This is an optimization exercise on Yosys and OpenROAD, whose aim is small area, a short achievable clock period and few clock cycles per item, not a production implementation. RTL that was checked went through simulation tests only; none was proved equivalent to the original. The RTL of runs 1, 3 and 4 was laid out without a check of its function. Power figures rest on the tool's default switching activity, not on a simulated workload.

File: flow/config.mk
export PLATFORM = sky130hd
export DESIGN_NAME = CORDIC
export DESIGN_NICKNAME = CORDIC
export VERILOG_FILES = /design/flow/design.v
export SDC_FILE = /design/flow/constraint.sdc
export NUM_CORES = 4
export LEC_CHECK = 0
export ABC_AREA = 1
export CAP_MARGIN = 20
export CORE_MARGIN = 2
export CORE_UTILIZATION = 40
export CTS_BUF_LIST = sky130_fd_sc_hd__clkbuf_2 sky130_fd_sc_hd__clkbuf_4 sky130_fd_sc_hd__clkbuf_8
export SLEW_MARGIN = 20
File: flow/constraint.sdc
create_clock -name core_clock -period 10.0 [get_ports {clk}]
set_input_delay 2.0000 -clock core_clock [delete_from_list [all_inputs] [get_ports {clk}]]
set_output_delay 2.0000 -clock core_clock [all_outputs]
set_load 0.01 [all_outputs]
File: flow/design.v
module CORDIC (
    input clk,
    input rst,
    input input_ready,
    input [15:0] angle,
    output reg output_ready,
    output reg signed [15:0] cosine_out,
    output reg signed [15:0] sine_out
);
    reg               busy;
    reg        [3:0]  m;      
    reg               d1;     
    reg               up;     
    reg signed [16:0] r;      
    reg               first;  
    function [16:0] bk_add;
        input [16:0] a, b;
        input        cin;
        input integer w;
        reg [16:0] g, p, G, P, c;
        integer i, d;
        begin
            g = a & b;
            p = a ^ b;
            G = g;
            P = p;
            for (d = 1; d < 17; d = d * 2)
                for (i = 2 * d - 1; i < 17; i = i + 2 * d) begin
                    G[i] = G[i] | (P[i] & G[i - d]);
                    P[i] = P[i] & P[i - d];
                end
            for (d = 8; d >= 1; d = d / 2)
                for (i = 3 * d - 1; i < 17; i = i + 2 * d) begin
                    G[i] = G[i] | (P[i] & G[i - d]);
                    P[i] = P[i] & P[i - d];
                end
            c[0] = cin;
            for (i = 1; i < 17; i = i + 1)
                c[i] = G[i - 1] | (P[i - 1] & cin);
            bk_add = p ^ c;
        end
    endfunction
    wire in_d1 = (angle >= 16'd11520);
    wire in_d2 = in_d1 ? (angle >= 16'd18321) : (angle >= 16'd4719);
    wire [3:0] m_next = busy ? m + 4'd1 : 4'd0;
    reg [10:0] t_next;
    always @* begin
        case (m_next)
            4'd0: t_next = 11'd1824;
            4'd1: t_next = 11'd915;
            4'd2: t_next = 11'd458;
            4'd3: t_next = 11'd205;
            4'd4: t_next = 11'd115;
            4'd5: t_next = 11'd57;
            4'd6: t_next = 11'd29;
            4'd7: t_next = 11'd14;
            4'd8: t_next = 11'd7;
            4'd9: t_next = 11'd4;
            4'd10: t_next = 11'd2;
            4'd11: t_next = 11'd1;
            4'd12: t_next = 11'd1;
            default: t_next = 11'd1;
        endcase
    end
    reg [10:0] t;
    wire signed [16:0] k0 = d1 ? (up ? -17'sd21914 : -17'sd14728)
                               : (up ? -17'sd8312 : -17'sd1126);
    wire [16:0] k = first ? k0 : ({17{up}} ^ {6'd0, t});
    wire signed [16:0] r_n = bk_add(r, k, up & ~first, 17);
    wire signed [15:0] c3 = d1 ? (up ? 16'sd2488 : 16'sd17410)
                               : (up ? 16'sd27360 : 16'sd32334);
    wire signed [15:0] s3 = d1 ? (up ? 16'sd32334 : 16'sd27360)
                               : (up ? 16'sd17410 : 16'sd2488);
    wire signed [15:0] ss = busy ? (sine_out >>> 3) >>> m : 16'sd0;
    wire signed [15:0] cs = busy ? (cosine_out >>> 3) >>> m : 16'sd0;
    wire [16:0] c_w = bk_add({1'b0, cosine_out}, {1'b0, ss ^ {16{up}}}, up, 16);
    wire signed [15:0] c_n = c_w[15:0];
    wire [16:0] s_w = bk_add({1'b0, sine_out}, {1'b0, cs ^ {16{~up}}}, ~up, 16);
    wire signed [15:0] s_n = s_w[15:0];
    always @(posedge clk) begin
        if (rst) begin
            busy <= 1'b0;
            output_ready <= 1'b0;
        end else if (busy) begin
            if (m == 4'd12) begin
                busy <= 1'b0;
                output_ready <= 1'b1;
            end
        end else if (input_ready) begin
            busy <= 1'b1;
            output_ready <= 1'b0;
        end
        cosine_out <= first ? c3 : c_n;
        sine_out <= first ? s3 : s_n;
        first <= ~busy;
        t <= t_next;
        if (busy) begin
            m <= m + 4'd1;
            r <= r_n;
            up <= ~r_n[16];
        end else begin
            m <= 4'd15;
            r <= {1'b0, angle};
            d1 <= in_d1;
            up <= in_d2;
        end
    end
endmodule
File: flow/flow/run.sh
#!/bin/bash
# Standard layout with extra make settings for timing repair.
set -euo pipefail
bash standard.sh SETUP_SLACK_MARGIN=6.5 'BUFFER_PORTS_ARGS=-buffer_cell sky130_fd_sc_hd__buf_2' finish > make_finish.log 2>&1
File: flow/standard.sh
#!/bin/bash
# synth_recipe.tcl (not shown) runs the flow's synth.tcl, then flattens the netlist and writes it again
# the make line also repeats each setting of config.mk as NAME=value (left out here)
make -C /OpenROAD-flow-scripts/flow DESIGN_CONFIG=/design/flow/config.mk WORK_HOME=/design/flow/orfs CLKGATE_MAP_FILE= SYNTH_SCRIPT=/design/flow/synth_recipe.tcl "${@:-finish}"
==> results.json, run 1 <==
{
  "comb_power_share_pct": 59.8,
  "syn_area_per_cell_um2": 6.348,
  "cts_buffers": 9,
  "setup_viol_count_final": 0,
  "path_cells": "buf_8, inv_4, nand2_1, nand2_1, o21ai_1, o21ai_1, o211ai_1, xor2_1, ha_1, nand2_1, nand2_1, inv_1, nand2_2, nand2_1, nand2_1, nand2_1, nand2_2, nand2_1, nand2_1, nand2_1, nand3_1, nand3_1, nand2_1",
  "worst_setup_path_end_kind": "register",
  "final_util_pct": 45.20,
  "wirelength_um": 16700,
  "drt-wirelength-per-cell_um": 14.38,
  "r2r_cells": 23,
  "tritoncts": "done",
  "clk_pin_slew_ns": 0.08,
  "routed_via_density": 5.124,
  "hp-class": "reg2reg",
  "report.final.slew_viol_count": 0,
  "antenna_found_initial": 0,
  "ant_nets": 0,
  "start_util_pct": 41.01,
  "drt_first_pass_iters": 6,
  "place.gp.congestion": 0.8944,
  "fmax_mhz": 317.0,
  "powerDensity_mw_per_mm2": 296.2,
  "grt_overflow": 0,
  "min_period_over_period_pct": 31.54,
  "min_period_ns": 3.154,
  "grt_use_total_pct": 21.59,
  "setup-tns-final_ns": 0,
  "hold_viol": 0,
  "die_h_um": 126.1,
  "ys_ff_latch": 69,
  "status": "no timing/DRC/antenna violations",
  "multi_input_area_mm2": 0.003975,
  "stdcell_area_mm2": 0.006569,
  "p_sw_mw": 0.9489,
  "seqCellArea_mm2": 0.001399,
  "setup.worst_path.end": "sine_out[11]$_DFF_P_",
  "path_max_fanout": 35,
  "synthTopCellsByArea": "dfxtp_1 23%, nand2_1 19%, ha_1 12%, nand3_1 6.6%, inv_1 6.0%",
  "p_clk_share_pct": 15.4,
  "slowest_stage": "dfxtp_1",
  "grt-busiest-layer": "met2",
  "rsz0062_at_grt": "no",
  "fillers": 1610,
  "n_antenna_cell": 0,
  "via_count": 5949,
  "dieArea_mm2": 0.01589,
  "relSlewSlack_pct": 63.34,
  "sw_frac_of_total_pct": 48.76,
  "leakage_nw": 3.391,
  "rrSetupSlack_ns": 6.85,
  "syn2layout_area_growth_pct": 10.20,
  "route.detailed.drc": 0,
  "clock_latency_ns": 0.39,
  "reg2reg_from": "m[0]$_SDFF_PN1_",
  "grt_pass1_wl_um": 27340,
  "critPathArrivalTime_ns": 3.43,
  "dr.first_iter.drc_count": 425,
  "power.internal_mw": 0.9969,
  "nets": 1049,
  "htree_levels": 3,
  "cp-start-kind": "register",
  "dp_hpwl_um": 12540,
  "ctsHoldBuffers": 0,
  "core_mm2": 0.01453,
  "grt_util_met2_pct": 34.44,
  "clockBufferDepth": 2,
  "drive_above_1_share_pct": 10.34,
  "synth_area_leader_cell": "dfxtp_1",
  "yosys_warnings": 1,
  "synth_nets": 1016,
  "fp.dieW_um": 126.1,
  "io_buffers": 51,
  "critical_path_required_ns": 10.27,
  "critPathMostFrequentCell": "nand2_1",
  "io_pins": 52,
  "clock-root-buffer": "clkbuf_8",
  "startpoint": "m[0]$_SDFF_PN1_",
  "max_cap_violations": 0,
  "synth_area_mm2": 0.005961,
  "irDropWorstVdd_mv": 0.1026,
  "grt_pass1_vias": 5330,
  "cpPeakStageDelay_ns": 0.34,
  "num_rows": 44,
  "seq_power_share_pct": 24.8,
  "ys_types": 41,
  "path_class": "reg2reg",
  "place_area_mm2": 0.006269,
  "grt_use_met1_pct": 28.98,
  "fin_skew_ns": 0.01640,
  "synth_cells": 939,
  "cts.sinks": 69,
  "min_from": "output_ready$_SDFFE_PP0P_",
  "yosys.area.top_type_share_pct": 22.84,
  "rr_endpoint": "sine_out[11]$_DFF_P_",
  "gr-usage-met3_pct": 4.970,
  "fin_hold_ws_ns": 0.4608,
  "grt_max_degree": 48,
  "ys_seq_area_share_pct": 23.34,
  "tightest_slew_ns": 0.5500
}
-- cells in the mapped netlist --
| master | number |
|---|---|
| nand2_1 | 300 |
| inv_1 | 96 |
| nand3_1 | 79 |
| dfxtp_1 | 68 |
| o21ai_0 | 64 |
| ha_1 | 57 |
| nor2_1 | 57 |
| a21oi_1 | 52 |
| xor2_1 | 31 |
| o211ai_1 | 14 |
| o21ai_1 | 13 |
| xnor2_1 | 12 |
| clkbuf_1 | 10 |
| buf_1 | 8 |
| buf_6 | 8 |
| buf_2 | 7 |
| nand3b_1 | 6 |
| nand4_1 | 6 |
| a211oi_1 | 5 |
| nand2_2 | 5 |
| nor3_1 | 4 |
| buf_4 | 3 |
| nand3_2 | 3 |
| nor2_2 | 3 |
| nor4_1 | 3 |
| or2_1 | 3 |
| or2_2 | 3 |
| a31oi_1 | 2 |
| inv_2 | 2 |
| o21a_1 | 2 |
| o21bai_1 | 2 |
| o31ai_1 | 2 |
| clkinv_1 | 1 |
| edfxtp_1 | 1 |
| fa_1 | 1 |
| inv_4 | 1 |
| inv_6 | 1 |
| nor3b_1 | 1 |
| nor4b_1 | 1 |
| o211ai_2 | 1 |
| o311ai_0 | 1 |
-- routing by layer --
layer / routed length, µm / vias up
met5: 0 / -
met4: 361 / 0
met3: 843 / 23
met2: 7506 / 147
met1: 7987 / 2650
li1: - / 3129
-- layout by cell type (no fill, tap or decap), types with 3 or more instances in the layout --
cell type / instances
a211oi_1: 5
a21oi_1: 52
buf_2: 51
buf_4: 5
bufinv_16: 3
clkbuf_8: 10
clkinvlp_4: 3
dfxtp_1: 64
dfxtp_2: 3
ha_1: 57
inv_1: 94
inv_6: 3
nand2_1: 300
nand2_2: 5
nand3_1: 79
nand3_2: 3
nand3b_1: 6
nand4_1: 6
nor2_1: 56
nor2_2: 3
nor3_1: 4
nor4_1: 3
o211ai_1: 14
o21ai_0: 64
o21ai_1: 13
or2_1: 3
or2_2: 3
xnor2_1: 12
xor2_1: 31
-- final cells by class --
cell class,instances,share of cell area (%)
clock buffer,10,2.095
clock inverter,6,1.771
inverter,101,6.019
multi-input combinational,733,60.51
sequential,69,21.30
tap,184,3.505
timing repair buffer,57,4.686
timing repair inverter,1,0.1143
-- critical path, delay by kind of cell (launching register included) --
kind                     cells  cell delay, ns
AO/OA/AOI/OAI                3            0.61
buffers and inverters        3            0.42
flip-flops                   1            0.34
adder cells (fa/ha/maj)      1            0.29
AND/OR/NAND/NOR             15            1.18
XOR/XNOR                     1            0.21
-- registers in the layout, indices dropped and copies added (netlist names) --
| register | flops |
|---|---|
| output_ready | 1 |
| up | 1 |
| t | 11 |
| sine_out | 16 |
| cosine_out | 16 |
| r | 17 |
| m | 4 |
| busy | 1 |
| d1 | 1 |
| first | 1 |
-- metrics by stage --
stage / total power [mW] / setup slack, ns / instances
2_1_floorplan: 1.355 / 7.146 / 939
4_1_cts: 1.952 / 6.545 / 1160
6_report: 1.946 / 6.846 / 1161
3_3_place_gp: 1.641 / 6.412 / 1143
3_5_place_dp: 1.640 / 6.376 / 1143
5_1_grt: 2.166 / 6.505 / 1161
-- power groups by stage --
| stage | combinational [mW] | sequential (mW) | clock (mW) |
|---|---|---|---|
| 6_report | 1.16 | 0.482 | 0.301 |
| 5_1_grt | 1.35 | 0.495 | 0.320 |
| 4_1_cts | 1.16 | 0.483 | 0.309 |
| 3_5_place_dp | 1.15 | 0.489 | 0 |
| 3_3_place_gp | 1.15 | 0.489 | 0 |
| 2_1_floorplan | 0.895 | 0.460 | 0 |
-- logic make-up after synthesis --
group / after synthesis / share of synthesized area [%]
and+or+nand+nor: 474 / 33.40
adders and majority gates: 58 / 12.30
AOI/OAI and AO/OA: 158 / 14.55
xor gates and xnor gates: 43 / 6.318
DFF: 69 / 23.34
buffers and inverters: 137 / 10.10
-- worst min-delay path by stage --
stage          cells past startpoint                        end  slack, ns
4_1_cts                            2  output_ready$_SDFFE_PP0P_       0.47
3_5_place_dp                       2  output_ready$_SDFFE_PP0P_       0.45
3_3_place_gp                       2  output_ready$_SDFFE_PP0P_       0.45
6_report                           2  output_ready$_SDFFE_PP0P_       0.46
2_1_floorplan                      2  output_ready$_SDFFE_PP0P_       0.48
5_1_grt                            2  output_ready$_SDFFE_PP0P_       0.48
-- timing repair --
| action | 4_1_cts | 5_1_grt |
|---|---|---|
| gates cloned | 1 | 0 |
| pin swaps | 0 | 1 |
| resized for setup | 5 | 8 |
| endpoints found under the setup margin | 10 | 24 |
| setup buffers | 0 | 1 |
==> run 2, diff against run 1 <==
--- a/flow/design.v
+++ b/flow/design.v
@@ -90,9 +90,9 @@
             busy <= 1'b1;
             output_ready <= 1'b0;
         end
+        first <= ~rst && ~busy && input_ready;
         cosine_out <= first ? c3 : c_n;
         sine_out <= first ? s3 : s_n;
-        first <= ~busy;
         t <= t_next;
         if (busy) begin
             m <= m + 4'd1;
==> run 2 against run 1 <==
  * Still clean
  * Die area fell by 0.81%
  * First-iteration DRC count down 6.6%
  * Setup slack worse by 0.053 ns
  * Count of clock-buffer cells in the layout did not move
  * Fmax shrank 1.7%
  * Cell count unchanged
  * Total power rose by 20%
  * Largest cell class unchanged
==> results.json, run 2 <==
{
  "status": "no timing/DRC/antenna violations",
  "layoutNonFillerInstCount": 1161,
  "io_pins": 52,
  "powerDensity_mw_per_mm2": 354.3,
  "largest_register_ffs": 17,
  "drt_first_pass_iters": 5,
  "rsz0062_at_grt": "no",
  "num_rows": 44,
  "clk_pin_slew_ns": 0.09,
  "synthTopCellsByCount": "292 x nand2_1, 96 x inv_1, 71 x nand3_1",
  "place.gp.congestion": 0.8557,
  "cts.sinks": 69,
  "fmax_mhz": 311.8,
  "cp-start-kind": "register",
  "syn_area_per_cell_um2": 6.356,
  "yosys_warnings": 1,
  "sw_frac_of_total_pct": 51.24,
  "via_count": 5923,
  "n_antenna_cell": 0,
  "cts_buffers": 9,
  "grt_pass1_wl_um": 26520,
  "async_reset_ff_share_pct": 0,
  "fin_skew_ns": 0.01280,
  "dp_hpwl_um": 12330,
  "clock-root-buffer": "clkbuf_8",
  "top_register": "r",
  "synth_area_leader_cell": "dfxtp_1",
  "fin_hold_ws_ns": 0.4759,
  "place_inst": 1132,
  "min_period_ns": 3.208,
  "antenna_found_initial": 0,
  "path_class": "reg2reg",
  "ys_seq_area_share_pct": 23.54,
  "dr.first_iter.drc_count": 397,
  "clock_latency_ns": 0.38,
  "multi_input_area_mm2": 0.003971,
  "nets": 1049,
  "slowest_stage": "clkinvlp_4",
  "r2r_cells": 19,
  "hp-class": "reg2reg",
  "grt_util_met2_pct": 35.36,
  "finalPower_mw": 2.327,
  "holdPathStages": 2,
  "syn2layout_area_growth_pct": 11.09,
  "critPathMostFrequentCell": "nand2_1",
  "seqCellArea_mm2": 0.001404,
  "leakage_nw": 3.403,
  "ant_nets": 0,
  "grt_pass1_vias": 5284,
  "path_max_fanout": 26,
  "drt-wirelength-per-cell_um": 14.42,
  "routed_via_density": 5.102,
  "cpPeakStageDelay_ns": 0.42,
  "die_h_um": 125.6,
  "grt-busiest-layer": "met2",
  "core_mm2": 0.01448,
  "setup_viol_count_final": 0,
  "relSlewSlack_pct": 50.16,
  "min_period_over_period_pct": 32.08,
  "critPathArrivalTime_ns": 3.50,
  "wirelength_um": 16740,
  "top_regs": "r x17, cosine_out x16, sine_out x16",
  "synth_nets": 1007,
  "yosys.area.top_type_share_pct": 23.03,
  "setup-tns-final_ns": 0,
  "gr-usage-met3_pct": 5.263,
  "synth-main-ff-cell": "dfxtp_1",
  "ctsHoldBuffers": 0,
  "io_buffers": 51,
  "worst_setup_path_end_kind": "register",
  "drive_above_1_share_pct": 11.67,
  "start_util_pct": 40.82,
  "p_sw_mw": 1.192,
  "tightest_slew_ns": 0.7435,
  "grt_use_total_pct": 21.16,
  "report.final.slew_viol_count": 0,
  "critical_path_required_ns": 10.29,
  "mostFrequentLayoutCells": "292 x nand2_1, 93 x inv_1, 71 x nand3_1",
  "max_cap_violations": 0,
  "hold_viol": 0,
  "dieArea_mm2": 0.01577,
  "seq_power_share_pct": 22.5,
  "path_cells": "buf_4, clkinvlp_4, nor2_1, inv_1, o21ai_0, a21oi_1, ha_1, nand2_1, inv_1, a21oi_1, nand3_2, nand2_1, nand2_2, nand2_1, nand2_1, nand2_1, nand2_1, nand3_1, nand2_1",
  "yosysMostFrequentCell": "nand2_1",
  "fillers": 1571,
  "synth_cells": 930,
  "grt_max_degree": 44,
  "final_common_cell": "nand2_1",
  "fp.dieW_um": 125.6,
  "grt_overflow": 0,
  "grt_use_met1_pct": 27.05,
  "synthTopCellsByArea": "dfxtp_1 23%, nand2_1 19%, ha_1 12%, inv_1 6.1%, nand3_1 6.0%",
  "comb_power_share_pct": 67.8,
  "ys_types": 39,
  "p_clk_share_pct": 9.6,
  "clockBufferDepth": 2,
  "htree_levels": 3,
  "ys_ff_latch": 69,
  "synth_edf_count": 1,
  "synth_area_mm2": 0.005911,
  "power.internal_mw": 1.135,
  "tritoncts": "done",
  "irDropWorstVdd_mv": 0.1794,
  "route.detailed.drc": 0
}
==> run 2: layout make-up <==
class	count	area share, %
Clock inverter	6	0.7241
Sequential cell	69	21.38
Timing Repair Buffer	65	5.545
Tap cell	184	3.506
Inverter	101	6.079
Multi-Input combinational cell	724	60.48
Clock buffer	10	2.096
Timing Repair inverter	2	0.1905
==> run 2: per-stage QoR <==
stage | utilization (%) | worst slack (ns) | area [µm²]
floorplan | - | 7.180 | 5911
global placement | 43.13 | 6.214 | 6245
detailed placement | 43.13 | 6.201 | 6245
CTS | 44.56 | 6.519 | 6451
global route | 45.35 | 6.510 | 6566
finish | 45.35 | 6.792 | 6566
==> run 2: final timing paths <==
path	from	end	slack, ns
max	first$_DFF_P_	r[15]$_DFF_P_	6.79
min	output_ready$_SDFFE_PP0P_	output_ready$_SDFFE_PP0P_	0.48
max reg2reg	first$_DFF_P_	r[15]$_DFF_P_	6.79
min reg2reg	output_ready$_SDFFE_PP0P_	output_ready$_SDFFE_PP0P_	0.48
==> run 2: timing repair <==
item	in CTS	in global routing
buffers inserted	0	11
gates resized for setup	7	12
endpoints found under the setup margin	25	28
pin swaps	0	1
cloned	1	1
==> run 2: cell families (layout without fill, tap and decap cells) <==
group           after synthesis  in the layout  synth area share, %
flops                        69             69                23.54
fa+ha+maj                    58             58                12.40
simple gates                458            458                32.68
xor+xnor                     44             44                6.520
compound gates              163            163                15.33
buf+inv                     137            184                9.356
mux                           1              1               0.1694
==> run 2: critical path, delay by kind of cell, from the launching register on <==
kind / cells / cell delay [ns]
fa+ha+maj: 1 / 0.32
simple gates: 11 / 1.07
flops: 1 / 0.31
compound gates: 3 / 0.40
buf+inv: 4 / 0.99
==> run 2: power groups by stage <==
stage               Sequential (mW)  Clock (mW)  Combinational (mW)
floorplan                     0.509           0                1.22
global placement              0.534           0                1.54
detailed placement            0.533           0                1.55
CTS                           0.528       0.231                1.56
global route                  0.540       0.241                1.83
finish                        0.524       0.224                1.58
==> run 2: metal layers <==
| metal | vias to the layer above | wire, µm |
|---|---|---|
| li1 | 3136 | - |
| met1 | 2628 | 7797 |
| met2 | 142 | 7732 |
| met3 | 17 | 870 |
| met4 | 0 | 343 |
| met5 | - | 0 |
Testbench counts of run 2, summed over its fixed seeds: cycles 36,000, items 2,400.
==> run 3, diff against run 2 <==
--- a/flow/design.v
+++ b/flow/design.v
@@ -90,9 +90,9 @@
             busy <= 1'b1;
             output_ready <= 1'b0;
         end
-        first <= ~rst && ~busy && input_ready;
         cosine_out <= first ? c3 : c_n;
         sine_out <= first ? s3 : s_n;
+        first <= ~busy;
         t <= t_next;
         if (busy) begin
             m <= m + 4'd1;
==> flow/flow/run.sh (replaced) <==
#!/bin/bash
# Standard layout with extra make settings for timing repair.
set -euo pipefail
bash standard.sh SETUP_SLACK_MARGIN=7.5 'BUFFER_PORTS_ARGS=-buffer_cell sky130_fd_sc_hd__buf_2' finish > make_finish.log 2>&1
==> run 3 against run 2 <==
  * Combinational power grew 18%
  * Final area is 28% higher
  * Non-clock buffer count up 101
  * Global-route usage grew 4.0 points
  * Sequential share of layout area decreased by 3.6 points
  * Cell count rose by 9.6%
  * Highest routed layer unchanged
  * Clock skew decreased by 0.0056 ns
  * Utilization up 13 points
  * Critical path depth grew 3
==> results.json, run 3 <==
{
  "setup-tns-final_ns": 0,
  "hp-class": "reg2reg",
  "muxShareOfSynthArea_pct": 0,
  "wirelength_um": 20560,
  "comb_power_share_pct": 71.7,
  "start_util_pct": 41.01,
  "slowest_stage": "dfxtp_4",
  "htree_levels": 3,
  "n_antenna_cell": 0,
  "tightest_slew_ns": 0.7458,
  "mostFrequentLayoutCells": "239 x nand2_1, 98 x buf_4, 82 x inv_1",
  "path_class": "reg2reg",
  "finalPower_mw": 2.613,
  "ys_types": 41,
  "syn2layout_area_growth_pct": 41.10,
  "grt_max_degree": 48,
  "cts_buffers": 9,
  "top_regs": "r x17, cosine_out x16, sine_out x16",
  "status": "no timing/DRC/antenna violations",
  "top_register": "r",
  "fin_skew_ns": 0.007217,
  "via_count": 6681,
  "path_cells": "buf_8, buf_6, buf_4, nand2_4, nand2_4, o21ai_4, o21ai_2, o211ai_1, xor2_1, ha_1, nand2_2, nand2_1, nand2_1, nand2_1, nand2_2, nand3_4, nand2_1, nand2_1, nand2_1, nand3b_1, nand3_1, o21ai_1",
  "synth_area_leader_cell": "dfxtp_1",
  "tritoncts": "done",
  "die_h_um": 126.1,
  "cpPeakStageDelay_ns": 0.37,
  "routed_via_density": 5.248,
  "synth_top_family_by_area": "simple AND/OR/NAND/NOR gates",
  "place.gp.congestion": 0.8961,
  "clk_pin_slew_ns": 0.08,
  "rsz0062_at_grt": "yes",
  "yosys_warnings": 1,
  "critPathArrivalTime_ns": 3.23,
  "grt_overflow": 0,
  "synth-main-ff-cell": "dfxtp_1",
  "synth_nets": 1016,
  "clockBufferDepth": 2,
  "dieArea_mm2": 0.01589,
  "nets": 1161,
  "power.internal_mw": 1.403,
  "grt_pass1_vias": 6209,
  "drive_above_1_share_pct": 35.17,
  "core_mm2": 0.01453,
  "synthAdderAreaFrac_pct": 12.30,
  "max_cap_violations": 0,
  "synthTopCellsByArea": "dfxtp_1 23%, nand2_1 19%, ha_1 12%, nand3_1 6.6%, inv_1 6.0%",
  "powerDensity_mw_per_mm2": 310.7,
  "cpLargestDelayFamily": "simple AND/OR/NAND/NOR gates",
  "critical_path_required_ns": 10.25,
  "dp_hpwl_um": 12500,
  "synth-compound-area-share_pct": 14.55,
  "drt-wirelength-per-cell_um": 16.15,
  "clock_latency_ns": 0.38,
  "synth_edf_count": 1,
  "io_pins": 52,
  "synthXorXnorAreaFrac_pct": 6.318,
  "grt_use_total_pct": 25.18,
  "critPathMostFrequentCell": "nand2_1",
  "critPathBufInv": 3,
  "final_util_pct": 57.87,
  "grt_pass1_wl_um": 31760,
  "fp.dieW_um": 126.1,
  "cts.sinks": 69,
  "hold_viol": 0,
  "seq_power_share_pct": 18.0,
  "dr.first_iter.drc_count": 491,
  "yosys.area.top_type_share_pct": 22.84,
  "irDropWorstVdd_mv": 0.1607,
  "min_period_over_period_pct": 29.76,
  "worst_setup_path_end_kind": "register",
  "yosysMostFrequentCell": "nand2_1",
  "drt_first_pass_iters": 5,
  "largest_register_ffs": 17,
  "leakage_nw": 4.181,
  "p_clk_share_pct": 10.3,
  "io_buffers": 51,
  "synthTopCellsByCount": "300 x nand2_1, 96 x inv_1, 79 x nand3_1",
  "ant_nets": 0,
  "cp-start-kind": "register",
  "min_period_ns": 2.976,
  "syn_area_per_cell_um2": 6.348,
  "report.final.slew_viol_count": 0,
  "clock-root-buffer": "clkbuf_8",
  "route.detailed.drc": 0,
  "synth_area_mm2": 0.005961,
  "sw_frac_of_total_pct": 46.29,
  "path_max_fanout": 4,
  "ys_ff_latch": 69,
  "synth_cells": 939,
  "antenna_found_initial": 0,
  "async_reset_ff_share_pct": 0,
  "fmax_mhz": 336.1,
  "num_rows": 44,
  "setup_viol_count_final": 0,
  "final_common_cell": "nand2_1",
  "relSlewSlack_pct": 50.01,
  "yosys.area_share.simple_pct": 33.40,
  "ys_seq_area_share_pct": 23.34,
  "p_sw_mw": 1.210,
  "ctsHoldBuffers": 0
}
## run 3: power groups by stage
stage	registers, mW	clock network (mW)	logic (mW)
final	0.471	0.269	1.87
after global routing	0.479	0.289	2.06
after global placement	0.481	0	1.16
after detailed placement	0.480	0	1.16
after CTS	0.469	0.275	1.63
after floorplan	0.460	0	0.907
## run 3: through the flow
step | instance area (µm²) | hold WS (ns) | cells | setup WS [ns]
3_3_place_gp | 6300 | 0.4559 | 1142 | 6.515
5_1_grt | 8411 | 0.5107 | 1273 | 6.842
2_1_floorplan | 6018 | 0.4811 | 939 | 7.199
3_5_place_dp | 6300 | 0.4546 | 1142 | 6.501
6_report | 8411 | 0.4714 | 1273 | 7.024
4_1_cts | 7994 | 0.4711 | 1255 | 7.107
## run 3: timing repair
action	CTS	global route
pin swaps	61	64
gates cloned	7	0
resized for setup	228	85
endpoints found under the setup margin	81	75
buffers inserted	90	18
## run 3: tightest hold or removal path, cell delays in order (launching register included)
cell	delay, ns
dfxtp_2	0.33
nand2_1	0.06
a21oi_1	0.05
## run 3: area by class of cell
class | instances | area [µm²]
clock buffers | 10 | 131.4
clock inverters | 6 | 87.58
fillers | 1377 | 6123
inverters | 101 | 414.1
multi-input cells | 733 | 4526
flip-flops and latches | 69 | 1498
well taps | 184 | 230.2
repair buffers | 166 | 1498
repair inverters | 4 | 26.28
## run 3: cells by family (layout without fill, tap and decap cells)
logic type | count (synthesis) | count (layout)
and+or+nand+nor | 474 | 474
AOI/OAI and AO/OA | 158 | 158
buffers and inverters | 137 | 287
DFF | 69 | 69
adders and majority gates | 58 | 58
xor gates and xnor gates | 43 | 43
## run 3: metal layers
layer	global-route usage, %	up-vias	wire, µm	share of wire, %
li1	-	3361	-	-
met1	32.86	3045	8780	43
met2	41.05	231	9749	47
met3	4.843	44	1337	6.5
met4	9.890	0	692	3.4
met5	0	-	0	0
## run 3: final timing paths
path | start | endpoint | slack, ns | cells after the start
worst max-delay path | m[0]$_SDFF_PN1_ | cosine_out[11]$_DFF_P_ | 7.02 | 22
worst min-delay path | output_ready$_SDFFE_PP0P_ | output_ready$_SDFFE_PP0P_ | 0.47 | 2
worst max register to register | m[0]$_SDFF_PN1_ | cosine_out[11]$_DFF_P_ | 7.02 | 22
worst min register to register | output_ready$_SDFFE_PP0P_ | output_ready$_SDFFE_PP0P_ | 0.47 | 2
==> run 4, diff against run 3 <==
==> flow/flow/run.sh (replaced) <==
#!/bin/bash
# Standard layout with extra make settings for timing repair.
set -euo pipefail
bash standard.sh SETUP_SLACK_MARGIN=7 'BUFFER_PORTS_ARGS=-buffer_cell sky130_fd_sc_hd__buf_2' finish > make_finish.log 2>&1
==> run 4 against run 3 <==
  * Register-to-register slack better by 0.09 ns
  * Clock skew up 0.012 ns
  * Routed wire length shrank 12%
  * Global-route usage down 3.2 points
  * Utilization is 7.9 points lower
  * Combinational power shrank 26%
  * Critical endpoint is now cosine_out[7]
==> results.json, run 4 <==
{
  "status": "no timing/DRC/antenna violations",
  "synth-main-ff-cell": "dfxtp_1",
  "setup-tns-final_ns": 0,
  "fin_skew_ns": 0.01915,
  "syn_area_per_cell_um2": 6.348,
  "grt_overflow": 0,
  "critPathArrivalTime_ns": 0.99,
  "start_util_pct": 41.01,
  "place.gp.congestion": 0.8944,
  "pre_cts_slack_ns": 6.376,
  "clockBufferDepth": 2,
  "setup_viol_count_final": 0,
  "irDropWorstVdd_mv": 0.1032,
  "clk_pin_slew_ns": 0.08,
  "core_mm2": 0.01453,
  "powerDensity_mw_per_mm2": 300.6,
  "report.final.slew_viol_count": 0,
  "path_max_fanout": 4,
  "grt_max_degree": 48,
  "synth_edf_count": 1,
  "die_h_um": 126.1,
  "async_reset_ff_share_pct": 0,
  "min_period_over_period_pct": 29.94,
  "slowest_stage": "dfxtp_1",
  "leakage_nw": 3.669,
  "finalPower_mw": 2.182,
  "via_count": 6229,
  "synth_area_leader_cell": "dfxtp_1",
  "drt-wirelength-per-cell_um": 15.16,
  "largest_register_ffs": 17,
  "dr.first_iter.drc_count": 466,
  "synthTopCellsByCount": "300 x nand2_1, 96 x inv_1, 79 x nand3_1",
  "rrSetupSlack_ns": 7.11,
  "ys_ff_latch": 69,
  "num_rows": 44,
  "synth_cells": 939,
  "ys_types": 41,
  "ys_seq_area_share_pct": 23.34,
  "io_buffers": 51,
  "critPathBufInv": 1,
  "grt_pass1_vias": 5366,
  "syn2layout_area_growth_pct": 21.77,
  "drive_above_1_share_pct": 22.80,
  "seqCellArea_mm2": 0.001439,
  "synth_nets": 1016,
  "clock-root-buffer": "clkbuf_8",
  "hold_viol": 0,
  "final_common_cell": "nand2_1",
  "cts.sinks": 69,
  "synthTopCellsByArea": "dfxtp_1 23%, nand2_1 19%, ha_1 12%, nand3_1 6.6%, inv_1 6.0%",
  "cts_buffers": 9,
  "path_cells": "buf_2",
  "worst_setup_path_end_kind": "output port",
  "yosysMostFrequentCell": "nand2_1",
  "fmax_mhz": 334.0,
  "setup_slack_ns": 7.006,
  "grt_pass1_wl_um": 27770,
  "htree_levels": 3,
  "wirelength_um": 18140,
  "max_cap_violations": 0,
  "cpLargestDelayFamily": "flip-flops",
  "min_period_ns": 2.994,
  "grt_use_total_pct": 21.98,
  "antenna_found_initial": 0,
  "tightest_slew_ns": 0.6201,
  "dieArea_mm2": 0.01589,
  "hp-class": "reg2reg",
  "path_class": "reg2out",
  "yosys_warnings": 1,
  "top_regs": "r x17, cosine_out x16, sine_out x16",
  "io_pins": 52,
  "clock_latency_ns": 0.39,
  "top_register": "r",
  "synth_area_mm2": 0.005961,
  "multi_input_area_mm2": 0.004234,
  "fillers": 1547,
  "fp.dieW_um": 126.1,
  "route.detailed.drc": 0,
  "dp_hpwl_um": 12540,
  "ant_nets": 0,
  "relSlewSlack_pct": 58.44,
  "rsz0062_at_grt": "yes",
  "routed_via_density": 5.204,
  "tritoncts": "done",
  "critical_path_required_ns": 8.00,
  "cpPeakStageDelay_ns": 0.45,
  "drt_first_pass_iters": 8,
  "n_antenna_cell": 0,
  "cp-start-kind": "register",
  "mostFrequentLayoutCells": "263 x nand2_1, 91 x inv_1, 72 x nand3_1",
  "nets": 1085,
  "yosys.area.top_type_share_pct": 22.84
}
==> run 4: power by group <==
part | total (mW) | internal (mW) | switching (mW) | leakage [nW]
Clock | 0.301 | 0.175 | 0.127 | 0.127
Sequential | 0.494 | 0.378 | 0.116 | 0.581
Combinational | 1.39 | 0.569 | 0.818 | 2.96
==> run 4: worst min-delay path: cells and delay by family (launching register included) <==
family	cells	cell delay (ns)
flip-flops	1	0.31
AND/OR/NAND/NOR	1	0.06
AO/OA/AOI/OAI	1	0.05
==> run 4: what timing repair did <==
item | 4_1_cts | 5_1_grt
buffers inserted | 2 | 30
pin swaps | 1 | 26
resized for setup | 36 | 103
hold buffers | 0 | 0
setup endpoints to repair | 58 | 37
endpoints found under the hold margin | 0 | 0
gates cloned | 3 | 3
==> run 4: cell families (layout without fill, tap and decap cells) <==
logic type / after synthesis / in the layout / share of synthesized area [%]
adder cells (fa/ha/maj): 58 / 58 / 12.30
flip-flops: 69 / 69 / 23.34
AND/OR/NAND/NOR: 474 / 474 / 33.40
AO/OA/AOI/OAI: 158 / 158 / 14.55
buffers and inverters: 137 / 211 / 10.10
XOR/XNOR: 43 / 43 / 6.318
==> run 4: layout make-up <==
class / count / share of cell area, %
multi-input combinational: 733 / 58.33
sequential: 69 / 19.82
timing repair buffer: 92 / 9.309
inverter: 101 / 5.689
tap: 184 / 3.172
clock buffer: 10 / 1.896
clock inverter: 6 / 1.603
timing repair inverter: 2 / 0.1724
==> run 4: layer usage <==
layer  track usage [%]  vias up  wire, µm
met4             6.787        0       233
met3             4.800       16      1211
met1             29.60     2801      8202
met5                 0        -         0
met2             35.20      203      8493
li1                  -     3209         -
==> run 4: final timing paths <==
kind,start,to,depth (start not counted)
hold reg to reg,output_ready$_SDFFE_PP0P_,output_ready$_SDFFE_PP0P_,2
hold / removal,output_ready$_SDFFE_PP0P_,output_ready$_SDFFE_PP0P_,2
setup reg to reg,m[0]$_SDFF_PN1_,cosine_out[15]$_SDFF_PP0_,24
setup / recovery,cosine_out[7]$_DFF_P_,cosine_out[7],1
==> run 4: metrics by stage <==
| stage | hold WS (ns) | cell area, µm² | std cells | utilization, % |
|---|---|---|---|---|
| 5_1_grt | 0.4784 | 7258 | 1197 | 49.94 |
| 3_3_place_gp | 0.4534 | 6269 | 1143 | 43.13 |
| 3_5_place_dp | 0.4542 | 6269 | 1143 | 43.13 |
| 4_1_cts | 0.4661 | 6656 | 1164 | 45.80 |
| 2_1_floorplan | 0.4811 | 5961 | 939 | - |
| 6_report | 0.4610 | 7258 | 1197 | 49.94 |
==> run 5, diff against run 4 <==
--- a/flow/design.v
+++ b/flow/design.v
@@ -11,7 +11,8 @@
     reg        [3:0]  m;      
     reg               d1;     
     reg               up;     
-    reg signed [16:0] r;      
+    reg signed [12:0] r;      
+    reg               big;    
     reg               first;  
     function [16:0] bk_add;
         input [16:0] a, b;
@@ -63,10 +64,11 @@
         endcase
     end
     reg [10:0] t;
-    wire signed [16:0] k0 = d1 ? (up ? -17'sd21914 : -17'sd14728)
-                               : (up ? -17'sd8312 : -17'sd1126);
-    wire [16:0] k = first ? k0 : ({17{up}} ^ {6'd0, t});
-    wire signed [16:0] r_n = bk_add(r, k, up & ~first, 17);
+    wire signed [12:0] k0 = d1 ? (up ? -13'sd21914 : -13'sd14728)
+                               : (up ? -13'sd8312 : -13'sd1126);
+    wire [12:0] k = first ? k0 : ({13{up}} ^ {2'd0, t});
+    wire [16:0] r_w = bk_add({4'd0, r}, {4'd0, k}, up & ~first, 13);
+    wire signed [12:0] r_n = r_w[12:0];
     wire signed [15:0] c3 = d1 ? (up ? 16'sd2488 : 16'sd17410)
                                : (up ? 16'sd27360 : 16'sd32334);
     wire signed [15:0] s3 = d1 ? (up ? 16'sd32334 : 16'sd27360)
@@ -90,17 +92,18 @@
             busy <= 1'b1;
             output_ready <= 1'b0;
         end
+        first <= ~rst && ~busy && input_ready;
         cosine_out <= first ? c3 : c_n;
         sine_out <= first ? s3 : s_n;
-        first <= ~busy;
         t <= t_next;
         if (busy) begin
             m <= m + 4'd1;
             r <= r_n;
-            up <= ~r_n[16];
+            up <= ~r_n[12] | big;
         end else begin
             m <= 4'd15;
-            r <= {1'b0, angle};
+            r <= angle[12:0];
+            big <= (angle >= 16'd25546);
             d1 <= in_d1;
             up <= in_d2;
         end
==> flow/flow/run.sh (replaced) <==
#!/bin/bash
# Standard layout with extra make settings for timing repair.
set -euo pipefail
bash standard.sh SETUP_SLACK_MARGIN=6.5 'BUFFER_PORTS_ARGS=-buffer_cell sky130_fd_sc_hd__buf_2' finish > make_finish.log 2>&1
==> run 5 against run 4 <==
  * Fmax decreased by 5.9%
  * Clock skew decreased by 0.0053 ns
  * Setup slack got worse by 0.19 ns
  * Routed wire length decreased by 12%
==> results.json, run 5 <==
{
  "drt_first_pass_iters": 6,
  "irDropWorstVdd_mv": 0.1042,
  "setup_viol_count_final": 0,
  "antenna_found_initial": 0,
  "route.detailed.drc": 0,
  "grt_use_met1_pct": 28.66,
  "fp.dieW_um": 124.2,
  "n_antenna_cell": 0,
  "tritoncts": "done",
  "io_pins": 52,
  "relSlewSlack_pct": 55.21,
  "tightest_slew_ns": 0.6682,
  "synthTopCellsByCount": "262 x nand2_1, 92 x inv_1, 67 x o21ai_0",
  "place.gp.congestion": 0.8692,
  "core_mm2": 0.01399,
  "drt-wirelength-per-cell_um": 14.39,
  "path_max_fanout": 32,
  "clock_latency_ns": 0.37,
  "setup_slack_ns": 6.817,
  "final_common_cell": "nand2_1",
  "yosysMostFrequentCell": "nand2_1",
  "ant_nets": 0,
  "min_period_ns": 3.183,
  "wirelength_um": 15890,
  "cpPeakStageDelay_ns": 0.40,
  "hp-class": "reg2reg",
  "stdcell_area_mm2": 0.006359,
  "pre_cts_slack_ns": 6.162,
  "yosys_warnings": 4,
  "ys_types": 49,
  "cp-start-kind": "register",
  "synthTopCellsByArea": "dfxtp_1 22%, nand2_1 17%, ha_1 11%, inv_1 6.0%, o21ai_0 5.8%",
  "grt_pass1_vias": 5229,
  "grt-busiest-layer": "met2",
  "ys_ff_latch": 66,
  "powerDensity_mw_per_mm2": 313.4,
  "syn_area_per_cell_um2": 6.570,
  "layoutNonFillerInstCount": 1104,
  "dr.first_iter.drc_count": 342,
  "clock-root-buffer": "clkbuf_8",
  "critPathMostFrequentCell": "nand2_1",
  "die_h_um": 124.2,
  "fin_hold_ws_ns": 0.4637,
  "start_util_pct": 41.33,
  "routed_via_density": 5.059,
  "setup-tns-final_ns": 0,
  "grt_util_met2_pct": 33.20,
  "synth_area_leader_cell": "dfxtp_1",
  "dp_hpwl_um": 11810,
  "leakage_nw": 3.345,
  "hold_viol": 0,
  "critical_path_required_ns": 10.27,
  "htree_levels": 3,
  "place_area_mm2": 0.006076,
  "fmax_mhz": 314.2,
  "clockBufferDepth": 2,
  "synth_cells": 880,
  "cts.sinks": 66,
  "io_buffers": 51,
  "drive_above_1_share_pct": 14.50,
  "grt_pass1_wl_um": 25970,
  "top_regs": "cosine_out x16, sine_out x16, r x13",
  "synth_nets": 953,
  "nets": 992,
  "grt_max_degree": 35,
  "worst_setup_path_end_kind": "register",
  "path_cells": "buf_6, inv_6, ha_1, or2_2, o21ai_0, ha_1, nand2_1, nand2_1, nand2_1, nand2_1, nand2_1, nand3_1, nand2_1, nand2_1, nand2_1, nand3_1, nand3_1, nand2_1",
  "ys_seq_area_share_pct": 23.20,
  "ctsHoldBuffers": 0,
  "synth_area_mm2": 0.005782,
  "via_count": 5585,
  "grt_use_total_pct": 20.82,
  "grt_overflow": 0,
  "mostFrequentLayoutCells": "262 x nand2_1, 91 x inv_1, 67 x o21ai_0",
  "gr-usage-met3_pct": 3.270,
  "status": "no timing/DRC/antenna violations",
  "async_reset_ff_share_pct": 0,
  "clk_pin_slew_ns": 0.08,
  "max_cap_violations": 0,
  "synth-main-ff-cell": "dfxtp_1",
  "min_period_over_period_pct": 31.83,
  "syn2layout_area_growth_pct": 9.976,
  "critPathArrivalTime_ns": 3.45,
  "report.final.slew_viol_count": 0,
  "synth_edf_count": 2,
  "rsz0062_at_grt": "no",
  "num_rows": 43,
  "slowest_stage": "or2_2",
  "fin_skew_ns": 0.01382,
  "fillers": 1537,
  "place_inst": 1080,
  "yosys.area.top_type_share_pct": 22.16,
  "path_class": "reg2reg",
  "cts_buffers": 9,
  "dieArea_mm2": 0.01543
}
==> run 5: cell types whose count changed after synthesis, moves of 5 or more <==
| cell | delta |
|---|---|
| buf_2 | +6 |
| nand3_1 | -29 |
| nor2_1 | -7 |
| o21ai_2 | +11 |
| nand2_1 | -38 |
| buf_1 | -6 |
| o211ai_1 | -10 |
| o21bai_1 | +5 |
==> run 5: cell type report <==
class | instances | area [µm²] | share of cell area (%)
clock buffer | 9 | 123.9 | 1.948
timing repair buffer | 60 | 339.1 | 5.333
timing repair inverter | 1 | 5.005 | 0.07871
multi-input combinational | 680 | 3852 | 60.59
inverter | 101 | 392.9 | 6.179
sequential | 66 | 1351 | 21.25
tap | 180 | 225.2 | 3.542
clock inverter | 7 | 68.82 | 1.082
==> run 5: power by group <==
group          switching, mW  internal, mW  leakage (nW)
clock network          0.116         0.115        0.0970
logic                  0.757         0.513          2.69
registers              0.117         0.374         0.556
total                  0.990          1.00          3.34
==> run 5: logic make-up after synthesis <==
family	synth area share [%]
buf+inv	10.17
flops	23.20
fa+ha+maj	11.82
xor+xnor	6.968
compound gates	17.01
mux	0.3463
simple gates	30.49
==> run 5: stage by stage <==
| step | total power [mW] | util (%) |
|---|---|---|
| 2_1_floorplan | 1.452 | - |
| 3_3_place_gp | 1.748 | 43.43 |
| 3_5_place_dp | 1.751 | 43.43 |
| 4_1_cts | 1.997 | 44.84 |
| 5_1_grt | 2.224 | 45.46 |
| 6_report | 1.993 | 45.46 |
==> run 5: path summary, 6_finish.rpt <==
kind,cells after the start,endpoint,slack [ns],startpoint
worst max-delay path,18,r[11]$_DFF_P_,6.82,up$_DFF_P_
worst min-delay path,2,output_ready$_SDFFE_PP0P_,0.46,output_ready$_SDFFE_PP0P_
worst max register to register,18,r[11]$_DFF_P_,6.82,up$_DFF_P_
worst min register to register,2,output_ready$_SDFFE_PP0P_,0.46,output_ready$_SDFFE_PP0P_
==> run 5: worst max-delay path: cells and delay by family (launching register included) <==
family          cells  cell delay (ns)
flops               1             0.33
simple gates       13             1.45
buf+inv             2             0.51
compound gates      1             0.14
fa+ha+maj           2             0.63
==> run 5: per-layer routing <==
layer / vias to the layer above / share of wire, %
met1: 2473 / 50
met4: 0 / 1.9
met2: 163 / 43
li1: 2928 / -
met5: - / 0
met3: 21 / 4.8
==> run 5: what timing repair did <==
item / CTS / global route
setup buffers: 0 / 7
setup endpoints to repair: 23 / 31
gates cloned: 0 / 1
endpoints found under the hold margin: 0 / 0
gates resized for setup: 3 / 6
pin swaps: 0 / 1
Testbench counts of run 5, summed over its fixed seeds: cycles 36,000, items 2,400.
==> run 6, diff against run 5 <==
--- a/flow/design.v
+++ b/flow/design.v
@@ -41,6 +41,18 @@
             bk_add = p ^ c;
         end
     endfunction
+    function signed [15:0] sh;
+        input signed [15:0] x;
+        input [3:0] m;
+        reg signed [15:0] y;
+        begin
+            y = x >>> 3;
+            y = m[3] ? y >>> 8 : y;
+            y = m[2] ? y >>> 4 : y;
+            y = m[1] ? y >>> 2 : y;
+            sh = m[0] ? y >>> 1 : y;
+        end
+    endfunction
     wire in_d1 = (angle >= 16'd11520);
     wire in_d2 = in_d1 ? (angle >= 16'd18321) : (angle >= 16'd4719);
     wire [3:0] m_next = busy ? m + 4'd1 : 4'd0;
@@ -73,8 +85,8 @@
                                : (up ? 16'sd27360 : 16'sd32334);
     wire signed [15:0] s3 = d1 ? (up ? 16'sd32334 : 16'sd27360)
                                : (up ? 16'sd17410 : 16'sd2488);
-    wire signed [15:0] ss = busy ? (sine_out >>> 3) >>> m : 16'sd0;
-    wire signed [15:0] cs = busy ? (cosine_out >>> 3) >>> m : 16'sd0;
+    wire signed [15:0] ss = busy ? sh(sine_out, m) : 16'sd0;
+    wire signed [15:0] cs = busy ? sh(cosine_out, m) : 16'sd0;
     wire [16:0] c_w = bk_add({1'b0, cosine_out}, {1'b0, ss ^ {16{up}}}, up, 16);
     wire signed [15:0] c_n = c_w[15:0];
     wire [16:0] s_w = bk_add({1'b0, sine_out}, {1'b0, cs ^ {16{~up}}}, ~up, 16);
==> run 6 against run 5 <==
  * Still clean on timing, DRC and antenna
  * Sequential power decreased by 2%
  * Combinational power decreased by 3%
  * Register-to-register slack about the same
  * Cell count increased by 1.1%
  * Count of clock-buffer cells in the layout increased by 3
  * Flip-flop and latch count unchanged
  * Fmax decreased by 0.45%
  * Synthesized cell count increased by 1.0%
  * Critical endpoint is now sine_out[11]$_DFF_P_
  * Largest power group unchanged
  * Highest routed layer unchanged
==> results.json, run 6 <==
{
  "clock-root-buffer": "clkbuf_8",
  "htree_levels": 3,
  "wirelength_um": 15510,
  "setup-tns-final_ns": 0,
  "syn_area_per_cell_um2": 6.322,
  "leakage_nw": 3.343,
  "slowest_stage": "dfxtp_1",
  "seqCellArea_mm2": 0.001355,
  "synthTopCellsByArea": "dfxtp_1 23%, nand2_1 20%, ha_1 12%, inv_1 6.3%, o21ai_0 5.5%",
  "synth_edf_count": 2,
  "synth_area_leader_cell": "dfxtp_1",
  "rsz0062_at_grt": "yes",
  "antenna_found_initial": 0,
  "relSlewSlack_pct": 68.25,
  "io_buffers": 51,
  "synthTopCellsByCount": "292 x nand2_1, 95 x inv_1, 64 x dfxtp_1",
  "critPathArrivalTime_ns": 3.47,
  "min_period_over_period_pct": 31.97,
  "yosysMostFrequentCell": "nand2_1",
  "path_class": "reg2reg",
  "place_inst": 1091,
  "route.detailed.drc": 0,
  "top_regs": "cosine_out x16, sine_out x16, r x13",
  "critical_path_required_ns": 10.27,
  "layoutNonFillerInstCount": 1116,
  "n_antenna_cell": 0,
  "nets": 1004,
  "tritoncts": "done",
  "async_reset_ff_share_pct": 0,
  "gr-usage-met3_pct": 3.067,
  "start_util_pct": 40.65,
  "critPathBufInv": 3,
  "synth-main-ff-cell": "dfxtp_1",
  "clk_pin_slew_ns": 0.08,
  "fmax_mhz": 312.8,
  "grt_use_total_pct": 21.76,
  "num_rows": 43,
  "place.gp.congestion": 0.9273,
  "drive_above_1_share_pct": 11.86,
  "grt_pass1_wl_um": 25340,
  "synth_area_mm2": 0.005620,
  "syn2layout_area_growth_pct": 11.89,
  "mostFrequentLayoutCells": "291 x nand2_1, 92 x inv_1, 62 x o21ai_0",
  "path_max_fanout": 7,
  "powerDensity_mw_per_mm2": 310.8,
  "ys_types": 44,
  "routed_via_density": 5.072,
  "grt-busiest-layer": "met2",
  "path_cells": "nand2_2, inv_2, a21oi_1, nand2_1, o21ai_1, nand2_1, o21ai_2, or2_2, nand2_1, nand2_1, nand2_1, inv_1, ha_1, nand2_1, nor2_1, nand2_1, nand3_1, inv_1, o21bai_2, nand2_1, nand2_1, nand2_1, nand3_1, nand2_1",
  "via_count": 5660,
  "grt_overflow": 0,
  "fin_skew_ns": 0.01623,
  "grt_util_met2_pct": 36.32,
  "final_common_cell": "nand2_1",
  "status": "no timing/DRC/antenna violations",
  "io_pins": 52,
  "dr.first_iter.drc_count": 301,
  "synth_cells": 889,
  "ctsHoldBuffers": 0,
  "die_h_um": 122.5,
  "tightest_slew_ns": 0.4757,
  "drt-wirelength-per-cell_um": 13.90,
  "fillers": 1502,
  "hold_viol": 0,
  "ys_seq_area_share_pct": 23.86,
  "multi_input_area_mm2": 0.003757,
  "cpLargestDelayFamily": "simple AND/OR/NAND/NOR gates",
  "dp_hpwl_um": 11520,
  "min_period_ns": 3.197,
  "irDropWorstVdd_mv": 0.08397,
  "max_cap_violations": 0,
  "yosys.area.top_type_share_pct": 22.80,
  "core_mm2": 0.01383,
  "drt_first_pass_iters": 5,
  "clockBufferDepth": 2,
  "cp-start-kind": "register",
  "ys_ff_latch": 66,
  "grt_use_met1_pct": 27.01,
  "dieArea_mm2": 0.01501,
  "yosys_warnings": 4,
  "clock_latency_ns": 0.38,
  "fp.dieW_um": 122.5,
  "grt_pass1_vias": 5206,
  "worst_setup_path_end_kind": "register",
  "cts.sinks": 66,
  "grt_max_degree": 33,
  "ant_nets": 0,
  "cts_buffers": 9,
  "fin_hold_ws_ns": 0.4665,
  "critPathMostFrequentCell": "nand2_1",
  "cpPeakStageDelay_ns": 0.56,
  "report.final.slew_viol_count": 0,
  "setup_viol_count_final": 0,
  "synth_nets": 962,
  "hp-class": "reg2reg"
}
[run 6: cell count changes after synthesis, moves of 5 or more]
cell | before | now
nand3_1 | 50 | 56
nor2_1 | 50 | 55
nor2_2 | 7 | 2
nand2_1 | 262 | 292
o21ai_0 | 67 | 62
o21ai_2 | 11 | 1
[run 6: what timing repair did]
item / in CTS / in global routing
resized for setup: 9 / 15
pin swaps: 0 / 1
setup endpoints to repair: 31 / 28
endpoints found under the hold margin: 0 / 0
buffers inserted: 1 / 6
gates cloned: 2 / 0
[run 6: layer usage]
metal | routed length [µm] | vias to the layer above
met2 | 7193 | 136
met3 | 646 | 33
met5 | 0 | -
met1 | 7055 | 2524
met4 | 616 | 0
li1 | - | 2967
[run 6: final cells by class]
class	count	share of cell area, %
sequential	66	21.55
timing repair buffer	60	5.233
tap	180	3.581
timing repair inverter	2	0.1990
multi-input combinational	691	59.75
inverter	101	6.367
clock inverter	4	0.7959
clock buffer	12	2.527
[run 6: worst paths after layout]
path	endpoint	depth (start not counted)	from	slack, ns
setup / recovery	sine_out[11]$_DFF_P_	24	cosine_out[15]$_SDFF_PP0_	6.80
setup reg to reg	sine_out[11]$_DFF_P_	24	cosine_out[15]$_SDFF_PP0_	6.80
hold reg to reg	output_ready$_SDFFE_PP0P_	2	output_ready$_SDFFE_PP0P_	0.47
hold / removal	output_ready$_SDFFE_PP0P_	2	output_ready$_SDFFE_PP0P_	0.47
[run 6: tightest hold or removal path: stages (launching register included)]
cell,delay (ns)
dfxtp_1,0.31
nand2_1,0.06
a21oi_1,0.05
[run 6: logic make-up after synthesis]
group	synth area share (%)
fa+ha+maj	12.16
buf+inv	9.550
simple gates	31.81
xor+xnor	6.701
compound gates	15.92
flops	23.86
[run 6: report_power, final]
part,switching [mW],internal (mW)
sequential,0.105,0.374
clock,0.117,0.131
combinational,0.728,0.500
[run 6: through the flow]
step	cell area [µm²]	utilization [%]	setup WS, ns	power, mW
2_1_floorplan	5620	-	7.169	1.413
3_3_place_gp	5958	43.09	5.836	1.693
3_5_place_dp	5958	43.09	5.667	1.699
4_1_cts	6208	44.90	6.511	1.959
5_1_grt	6289	45.48	6.483	2.180
6_report	6289	45.48	6.803	1.955
Testbench counts of run 6, summed over its fixed seeds: cycles 36,000, items 2,400.
==> run 7, diff against run 6 <==
--- a/flow/config.mk
+++ b/flow/config.mk
@@ -10,4 +10,5 @@
 export CORE_MARGIN = 2
 export CORE_UTILIZATION = 40
 export CTS_BUF_LIST = sky130_fd_sc_hd__clkbuf_2 sky130_fd_sc_hd__clkbuf_4 sky130_fd_sc_hd__clkbuf_8
+export PLACE_DENSITY = 0.75
 export SLEW_MARGIN = 20
==> run 7 against run 6 <==
  * Sequential share of layout area is essentially flat
  * Count of clock-buffer cells in the layout shrank 2
  * Fmax shrank 1.2%
  * Utilization is essentially flat
  * Synthesized area is the same
  * Clock skew is essentially flat
  * Combinational power is essentially flat
  * Register-to-register slack lost 0.04 ns
  * Cell count grew 0.27%
  * Flip-flop and latch count is the same
  * Largest power group unchanged
  * Routed wire length shrank 4.9%
==> results.json, run 7 <==
{
  "n_antenna_cell": 0,
  "min_period_ns": 3.235,
  "finalPower_mw": 1.937,
  "via_count": 5751,
  "fp.dieW_um": 122.5,
  "synthTopCellsByArea": "dfxtp_1 23%, nand2_1 20%, ha_1 12%, inv_1 6.3%, o21ai_0 5.5%",
  "grt_use_total_pct": 20.05,
  "nets": 1007,
  "cts_buffers": 9,
  "path_class": "reg2reg",
  "fin_hold_ws_ns": 0.4571,
  "io_buffers": 51,
  "async_reset_ff_share_pct": 0,
  "io_pins": 52,
  "grt_max_degree": 33,
  "yosysMostFrequentCell": "nand2_1",
  "dieArea_mm2": 0.01501,
  "worst_setup_path_end_kind": "register",
  "clock-root-buffer": "clkbuf_8",
  "place.gp.congestion": 0.9215,
  "critPathArrivalTime_ns": 3.51,
  "setup_viol_count_final": 0,
  "grt_pass1_vias": 5060,
  "synthTopCellsByCount": "292 x nand2_1, 95 x inv_1, 64 x dfxtp_1",
  "p_clk_share_pct": 11.5,
  "status": "no timing/DRC/antenna violations",
  "final_util_pct": 45.46,
  "powerDensity_mw_per_mm2": 308.1,
  "tritoncts": "done",
  "rsz0062_at_grt": "no",
  "grt_overflow": 0,
  "fmax_mhz": 309.1,
  "power.internal_mw": 0.9734,
  "core_mm2": 0.01383,
  "dr.first_iter.drc_count": 426,
  "fin_skew_ns": 0.01615,
  "setup_slack_ns": 6.765,
  "route.detailed.drc": 0,
  "drt-wirelength-per-cell_um": 13.18,
  "top_regs": "cosine_out x16, sine_out x16, r x13",
  "cp-start-kind": "register",
  "report.final.slew_viol_count": 0,
  "synth_edf_count": 2,
  "hp-class": "reg2reg",
  "path_max_fanout": 32,
  "ys_ff_latch": 66,
  "yosys_warnings": 4,
  "routed_via_density": 5.139,
  "p_sw_mw": 0.9636,
  "ys_types": 44,
  "clock_latency_ns": 0.39,
  "critical_path_required_ns": 10.28,
  "pre_cts_slack_ns": 5.653,
  "cts.sinks": 66,
  "hold_viol": 0,
  "irDropWorstVdd_mv": 0.08839,
  "min_period_over_period_pct": 32.35,
  "clk_pin_slew_ns": 0.08,
  "layoutNonFillerInstCount": 1119,
  "syn_area_per_cell_um2": 6.322,
  "ys_seq_area_share_pct": 23.86,
  "ctsHoldBuffers": 0,
  "drive_above_1_share_pct": 12.25,
  "final_common_cell": "nand2_1",
  "dp_hpwl_um": 11000,
  "clockBufferDepth": 2,
  "seq_power_share_pct": 24.9,
  "synth_cells": 889,
  "setup-tns-final_ns": 0,
  "synth_area_mm2": 0.005620,
  "leakage_nw": 3.345,
  "drt_first_pass_iters": 5,
  "antenna_found_initial": 0,
  "tightest_slew_ns": 0.5910,
  "synth_nets": 962,
  "fillers": 1411,
  "relSlewSlack_pct": 60.54,
  "grt_pass1_wl_um": 23720,
  "synth-main-ff-cell": "dfxtp_1",
  "comb_power_share_pct": 63.6,
  "max_cap_violations": 0,
  "sw_frac_of_total_pct": 49.75,
  "start_util_pct": 40.65,
  "place_inst": 1091,
  "htree_levels": 3,
  "mostFrequentLayoutCells": "292 x nand2_1, 91 x inv_1, 62 x o21ai_0",
  "yosys.area.top_type_share_pct": 22.80,
  "synth_area_leader_cell": "dfxtp_1",
  "syn2layout_area_growth_pct": 11.84,
  "die_h_um": 122.5,
  "num_rows": 43,
  "ant_nets": 0,
  "wirelength_um": 14750,
  "place_area_mm2": 0.005958,
  "stdcell_area_mm2": 0.006286
}
==> run 7: cell counts after synthesis <==
Identical to the previous run, type by type.
==> run 7: cell families (layout without fill, tap and decap cells) <==
family	after synthesis	in the layout	synth area share (%)
adder cells (fa/ha/maj)	54	54	12.16
AO/OA/AOI/OAI	159	159	15.92
buffers and inverters	132	182	9.550
flip-flops	66	66	23.86
AND/OR/NAND/NOR	435	435	31.81
XOR/XNOR	43	43	6.701
==> run 7: final timing paths <==
path                                  start                        end  slack [ns]  cells after the start
setup / recovery                 up$_DFF_P_              r[11]$_DFF_P_        6.77                     18
hold / removal    output_ready$_SDFFE_PP0P_  output_ready$_SDFFE_PP0P_        0.46                      2
setup reg to reg                 up$_DFF_P_              r[11]$_DFF_P_        6.77                     18
hold reg to reg   output_ready$_SDFFE_PP0P_  output_ready$_SDFFE_PP0P_        0.46                      2
==> run 7: cell type report <==
type | instances | area (µm²) | area share (%)
multi-input cells | 691 | 3755 | 59.73
inverters | 101 | 399.1 | 6.350
flip-flops and latches | 66 | 1356 | 21.58
clock buffers | 10 | 137.6 | 2.189
well taps | 180 | 225.2 | 3.583
clock inverters | 6 | 51.30 | 0.8161
repair buffers | 63 | 349.1 | 5.553
repair inverters | 2 | 12.51 | 0.1990
==> run 7: power by group through the flow <==
| stage | combinational [mW] | clock, mW | sequential (mW) |
|---|---|---|---|
| 6_report | 1.23 | 0.222 | 0.483 |
| 4_1_cts | 1.22 | 0.225 | 0.479 |
| 2_1_floorplan | 0.937 | 0 | 0.477 |
| 3_5_place_dp | 1.21 | 0 | 0.484 |
| 5_1_grt | 1.41 | 0.235 | 0.494 |
| 3_3_place_gp | 1.19 | 0 | 0.485 |
==> run 7: worst max-delay path, stage by stage, from the launching register on <==
cell	delay [ns]
dfxtp_1	0.33
buf_6	0.30
inv_4	0.24
ha_1	0.32
or2_2	0.37
o21ai_0	0.16
ha_1	0.33
nand2_1	0.08
nand2_1	0.06
nand2_1	0.06
nand2_1	0.09
nand2_1	0.10
nand3_1	0.16
nand2_1	0.13
nand2_1	0.06
nand2_1	0.10
nand3_1	0.07
nand3_1	0.09
nand2_1	0.05
==> run 7: routing by layer <==
layer	GRT usage, %	up-vias	wire (µm)
met5	0	-	0
met4	7.471	0	246
met3	3.299	18	775
met2	34.34	144	7040
met1	25.21	2614	6688
li1	-	2975	-
==> run 7: timing repair <==
item / in CTS / in global routing
gates cloned: 2 / 0
endpoints found under the hold margin: 0 / 0
endpoints found under the setup margin: 30 / 33
setup buffers: 1 / 9
gates resized for setup: 7 / 15
pin swaps: 0 / 1
==> run 8, diff against run 7 <==
==> flow/flow/run.sh (replaced) <==
#!/bin/bash
# Standard layout with extra make settings for timing repair and the clock tree.
set -euo pipefail
bash standard.sh SETUP_SLACK_MARGIN=6.5 'BUFFER_PORTS_ARGS=-buffer_cell sky130_fd_sc_hd__buf_2' 'CTS_ARGS=-sink_clustering_enable -repair_clock_nets -dont_use_dummy_load -buf_list {sky130_fd_sc_hd__clkbuf_2 sky130_fd_sc_hd__clkbuf_4 sky130_fd_sc_hd__clkbuf_8}' finish > make_finish.log 2>&1
--- a/flow/config.mk
+++ b/flow/config.mk
@@ -9,6 +9,4 @@
 export CAP_MARGIN = 20
 export CORE_MARGIN = 2
 export CORE_UTILIZATION = 40
-export CTS_BUF_LIST = sky130_fd_sc_hd__clkbuf_2 sky130_fd_sc_hd__clkbuf_4 sky130_fd_sc_hd__clkbuf_8
-export PLACE_DENSITY = 0.75
 export SLEW_MARGIN = 20
==> run 8 against run 7 <==
  * Combinational power about the same
  * Non-clock buffer count unchanged
  * Final area down 0.96%
  * Sequential share of layout area up 0.19 points
  * Critical endpoint is now sine_out[11]$_DFF_P_
  * Still clean
  * Flip-flop and latch count unchanged
  * Critical path type unchanged
  * Clock skew up 0.0046 ns
==> results.json, run 8 <==
{
  "leakage_nw": 3.321,
  "io_pins": 52,
  "clockBufferDepth": 2,
  "ctsHoldBuffers": 0,
  "synth_cells": 889,
  "final_util_pct": 45.03,
  "start_util_pct": 40.65,
  "tritoncts": "done",
  "cts.sinks": 66,
  "route.detailed.drc": 0,
  "place.gp.congestion": 0.9273,
  "top_regs": "cosine_out x16, sine_out x16, r x13",
  "min_period_over_period_pct": 31.81,
  "die_h_um": 122.5,
  "critPathArrivalTime_ns": 3.45,
  "yosys.area.top_type_share_pct": 22.80,
  "status": "no timing/DRC/antenna violations",
  "hp-class": "reg2reg",
  "fp.dieW_um": 122.5,
  "max_cap_violations": 0,
  "stdcell_area_mm2": 0.006226,
  "io_buffers": 51,
  "min_period_ns": 3.181,
  "setup-tns-final_ns": 0,
  "htree_levels": 3,
  "clock-root-buffer": "clkbuf_8",
  "grt_overflow": 0,
  "final_common_cell": "nand2_1",
  "synth-main-ff-cell": "dfxtp_1",
  "multi_input_area_mm2": 0.003757,
  "report.final.slew_viol_count": 0,
  "clk_pin_slew_ns": 0.07,
  "fmax_mhz": 314.3,
  "path_max_fanout": 7,
  "fillers": 1506,
  "powerDensity_mw_per_mm2": 303.9,
  "yosys_warnings": 4,
  "dieArea_mm2": 0.01501,
  "p_sw_mw": 0.9371,
  "cp-start-kind": "register",
  "setup_viol_count_final": 0,
  "synthTopCellsByArea": "dfxtp_1 23%, nand2_1 20%, ha_1 12%, inv_1 6.3%, o21ai_0 5.5%",
  "n_antenna_cell": 0,
  "ant_nets": 0,
  "rr_endpoint": "sine_out[11]$_DFF_P_",
  "grt_max_degree": 33,
  "drt-wirelength-per-cell_um": 14.01,
  "cts_buffers": 9,
  "critical_path_required_ns": 10.26,
  "dp_hpwl_um": 11520,
  "layoutNonFillerInstCount": 1112,
  "holdPathStages": 2,
  "r2r_cells": 24,
  "hold_viol": 0,
  "synth_nets": 962,
  "wirelength_um": 15580,
  "irDropWorstVdd_mv": 0.07806,
  "synth_area_mm2": 0.005620,
  "nets": 1007,
  "synth_area_leader_cell": "dfxtp_1",
  "fin_skew_ns": 0.02079,
  "num_rows": 43,
  "syn2layout_area_growth_pct": 10.77,
  "place_area_mm2": 0.005958,
  "synth_edf_count": 2,
  "dr.first_iter.drc_count": 384,
  "worst_setup_path_end_kind": "register",
  "grt_pass1_vias": 5204,
  "yosysMostFrequentCell": "nand2_1",
  "seqCellArea_mm2": 0.001355,
  "via_count": 5653
}
[run 8: per-stage QoR]
step,hold slack [ns],worst slack (ns)
2_1_floorplan,0.4333,7.169
3_3_place_gp,0.4538,5.836
3_5_place_dp,0.4578,5.667
4_1_cts,0.4699,6.543
5_1_grt,0.5008,6.469
6_report,0.4650,6.819
[run 8: area by class of cell]
class,instances,area share [%]
multi-input combinational,691,60.35
sequential,66,21.76
inverter,101,6.431
timing repair buffer,63,5.647
tap,180,3.617
clock buffer,9,1.990
timing repair inverter,2,0.2010
[run 8: how the worst max path moves through the flow]
stage | startpoint | end | slack [ns]
CTS | busy$_SDFF_PP0_ | cosine_out[11]$_DFF_P_ | 6.54
floorplan | angle[14] | up$_DFF_P_ | 7.17
detailed placement | busy$_SDFF_PP0_ | sine_out[14]$_DFF_P_ | 5.67
global route | cosine_out[15]$_SDFF_PP0_ | sine_out[11]$_DFF_P_ | 6.47
finish | cosine_out[15]$_SDFF_PP0_ | sine_out[11]$_DFF_P_ | 6.82
global placement | busy$_SDFF_PP0_ | cosine_out[11]$_DFF_P_ | 5.84
[run 8: routing by layer]
layer  up-vias  global-route usage [%]  wire length (µm)  part of all wire (%)
li1       2961                       -                 -                     -
met1      2528                   27.40              7103                    46
met2       127                   36.11              7167                    46
met3        37                   3.020               668                   4.3
met4         0                   11.49               640                   4.1
met5         -                       0                 0                     0
[run 8: logic make-up (layout without fill, tap and decap cells)]
family / count (synthesis) / after routing / synth area share [%]
compound gates: 159 / 159 / 15.92
xor+xnor: 43 / 43 / 6.701
fa+ha+maj: 54 / 54 / 12.16
buf+inv: 132 / 175 / 9.550
flops: 66 / 66 / 23.86
simple gates: 435 / 435 / 31.81
[run 8: repair_timing]
| action | CTS | global route |
|---|---|---|
| setup buffers | 1 | 9 |
| pin swaps | 0 | 1 |
| gates resized for setup | 10 | 14 |
| gates cloned | 2 | 0 |
| setup endpoints to repair | 32 | 26 |
[run 8: worst max-delay path, cell delays in order (launching register included)]
cell and delay [ns]:
dfxtp_1 0.55, nand2_2 0.16, inv_2 0.11, a21oi_1 0.07, nand2_1 0.09, o21ai_1 0.09, nand2_1 0.09, o21ai_2 0.07
or2_2 0.29, nand2_1 0.06, nand2_1 0.04, nand2_1 0.06, inv_1 0.04, ha_1 0.31, nand2_1 0.08, nor2_1 0.20
nand2_1 0.10, nand3_1 0.13, inv_1 0.07, o21bai_2 0.12, nand2_1 0.10, nand2_1 0.07, nand2_1 0.05, nand3_1 0.06
nand2_1 0.05
[run 8: power groups by stage]
stage / registers, mW / clock network, mW / logic [mW]
finish: 0.479 / 0.183 / 1.23
global route: 0.494 / 0.199 / 1.42
CTS: 0.480 / 0.188 / 1.22
detailed placement: 0.484 / 0 / 1.22
global placement: 0.485 / 0 / 1.21
floorplan: 0.477 / 0 / 0.937

Re-timed with assumed drivers on the ports (clkbuf_16 on the clock, buf_2 on other inputs), run 8 has 6.819 ns of setup slack against 6.819 ns with ideal ports, and 6.722 ns once port delays also move by the mid clock arrival of 0.400 ns.
